This design comes from an exercise in tuning for small area on the open sky130 flow, not from production work.
The RTL was checked by simulation tests, not by an equivalence proof against the original design.
Power figures rest on the tool's default switching activity, not on a simulated workload.

// rgb_to_ycbcr_444
module rgb_to_ycbcr_444(
  input wire in_reset,
  input wire in_clock,
  input wire [7:0] in_r,
  input wire [7:0] in_g,
  input wire [7:0] in_b,
  output reg [7:0] out_y,
  output reg [7:0] out_cb,
  output reg [7:0] out_cr
  );
Settings: LEC_CHECK=0, CAP_MARGIN=20, CORE_MARGIN=2, CORE_UTILIZATION=70, CTS_BUF_LIST=sky130_fd_sc_hd__clkbuf_4 sky130_fd_sc_hd__clkbuf_8, CTS_CLUSTER_DIAMETER=200, CTS_CLUSTER_SIZE=30, GPL_TIMING_DRIVEN=0, SLEW_MARGIN=20, SYNTH_HIERARCHICAL=1, SYNTH_MINIMUM_KEEP_SIZE=0; clock period 6.0 ns.
standard.sh (not shown) runs the stock make flow with config.mk's settings and CLKGATE_MAP_FILE= SYNTH_SCRIPT=/design/flow/synth_recipe.tcl, a recipe that flattens the netlist after the stock synthesis.
==> flow/flow/run.sh <==
#!/bin/bash
export BUFFER_PORTS_ARGS="-buffer_cell sky130_fd_sc_hd__buf_1"
bash standard.sh > standard.log 2>&1
Edit:
CORE_UTILIZATION = 60   (was 70)
CTS_CLUSTER_DIAMETER = not set   (was 200)
CTS_CLUSTER_SIZE = not set   (was 30)
Outcome: The new run went through all stages and came out clean. Final area fell by 0.77%. Synthesized area does not change. Global-route usage fell by 3.9 points. Final cell count rose by 1.1%.

========
rgb_to_ycbcr_444 again, from the RTL that the note above started with.
Settings: LEC_CHECK=0, CAP_MARGIN=20, CORE_MARGIN=2, CORE_UTILIZATION=60, CTS_BUF_LIST=sky130_fd_sc_hd__clkbuf_4 sky130_fd_sc_hd__clkbuf_8, GPL_TIMING_DRIVEN=1, SLEW_MARGIN=20, SYNTH_HIERARCHICAL=1, SYNTH_MINIMUM_KEEP_SIZE=0; clock period 6.0 ns.
Scripts as last shown in full above: flow/flow/run.sh
The starting point ran to the end with no violations.
Change:
==> flow/flow/run.sh (replaced) <==
#!/bin/bash
export BUFFER_PORTS_ARGS="-buffer_cell sky130_fd_sc_hd__buf_1"
export CTS_ARGS="-sink_clustering_enable -repair_clock_nets -dont_use_dummy_load -buf_list {sky130_fd_sc_hd__clkbuf_4 sky130_fd_sc_hd__clkbuf_8}"
bash standard.sh > standard.log 2>&1
Settings changed: GPL_TIMING_DRIVEN 1 to 0.
=> The new run went through all stages and came out clean. Worst setup slack loses 0.10 ns. Wire length fell by 2.2%. Core utilization fell by 4.0 points. Area after synthesis is unchanged. Power fell by about 3.3%. Cell area fell by about 5.6%.
Change:
==> flow/flow/run.sh (replaced) <==
#!/bin/bash
export BUFFER_PORTS_ARGS="-buffer_cell sky130_fd_sc_hd__buf_1"
bash standard.sh > standard.log 2>&1
Settings changed: CORE_UTILIZATION 60 to 50.
Effect: Maximum frequency stays flat. Synthesized cell count does not change. Final cell count is higher by a few percent.
Change:
Settings changed: CORE_UTILIZATION 50 to 65.
The new run passed the timing, design-rule and antenna checks; hold slack is worse by 0.012 ns; power fell by 0.32%; wire length is higher by 1.2%; final area went down by 0.83%.

========
== R ==
rgb_to_ycbcr_444 again, from the RTL that the note above started with.
Settings: LEC_CHECK=0, CAP_MARGIN=20, CORE_MARGIN=2, CORE_UTILIZATION=60, CTS_BUF_LIST=sky130_fd_sc_hd__clkbuf_4 sky130_fd_sc_hd__clkbuf_8, GPL_TIMING_DRIVEN=0, SLEW_MARGIN=20, SYNTH_HIERARCHICAL=1, SYNTH_MINIMUM_KEEP_SIZE=0; clock period 6.0 ns.
==> flow/flow/run.sh <==
#!/bin/bash
export BUFFER_PORTS_ARGS="-buffer_cell sky130_fd_sc_hd__buf_1"
export CTS_ARGS="-sink_clustering_enable -repair_clock_nets -dont_use_dummy_load -sink_clustering_size 30 -sink_clustering_max_diameter 200 -buf_list {sky130_fd_sc_hd__clkbuf_8}"
bash standard.sh > standard.log 2>&1
R has completed all stages; timing, DRC and antenna checks passed.
> inputs changed (R -> P)
- changing SLEW_MARGIN from 20 to 0
- changing CAP_MARGIN from 20 to 0
==> flow/flow/run.sh <==
#!/bin/bash
export BUFFER_PORTS_ARGS="-buffer_cell sky130_fd_sc_hd__buf_1"
bash standard.sh > standard.log 2>&1
Every stage of the flow completed for P, and the final layout passed the timing, design-rule and antenna checks. In the reports for P and R, the larger wire length on met2 belongs to R. R and P ended up with roughly the same XOR/XNOR share of the synthesized area. Summary — final critical delay including setup and external delays, P relative to R: lower, by 0.016 ns. Looking at worst max-slew margin expressed relative to the limit across both flows, P is the weaker of the two, with R ahead. ~same flip-flop and latch count in P and R. P vs. R: smallest setup slack after layout went up by 0.016 ns. Summary of P over R: met1 wire length increased 2.3%; sequential share of power saw a decrease.

==> re-timing with driven ports <==
The results above use ideal ports. As a check the final layouts listed here were re-extracted and re-timed, cells and wires unchanged.
Step 1 assumes that a clkbuf_16 drives the clock port and a buf_2 every other input.
Step 2 adds t to the input delays and takes it off the output delays; t is the mean of the earliest and latest rising clock arrival at the registers after step 1. Input paths then give back, and output paths get back, about the clock's delay inside the block.
Slacks: ideal ports / drivers / drivers and shift; pairs: ideal ports / drivers.
| run | t (ns) | setup WS [ns] | hold WS [ns] | worst setup path at the end |
|---|---|---|---|---|
| the first run of note 1 | 0.300 | 0.178 / 0.177 / -0.124 | 1.209 / 1.203 / 1.504 | input to register |
| the second run of note 1 | 0.310 | 0.200 / 0.203 / -0.108 | 1.219 / 1.212 / 1.522 | input to register |
| the first run of note 2 | 0.314 | 0.287 / 0.294 / -0.019 | 1.375 / 1.366 / 1.622 | input to register |
| the second run of note 2 | 0.304 | 0.184 / 0.186 / -0.118 | 1.220 / 1.213 / 1.517 | input to register |
| the third run of note 2 | 0.307 | 0.168 / 0.177 / -0.130 | 1.214 / 1.206 / 1.513 | input to register |
| the fourth run of note 2 | 0.306 | 0.180 / 0.190 / -0.116 | 1.202 / 1.193 / 1.499 | input to register |
| R | 0.304 | 0.184 / 0.186 / -0.118 | 1.220 / 1.213 / 1.517 | input to register |
| P | 0.310 | 0.200 / 0.203 / -0.108 | 1.219 / 1.212 / 1.522 | input to register |
Met with ideal ports but missed after step 2: setup timing in every run listed.
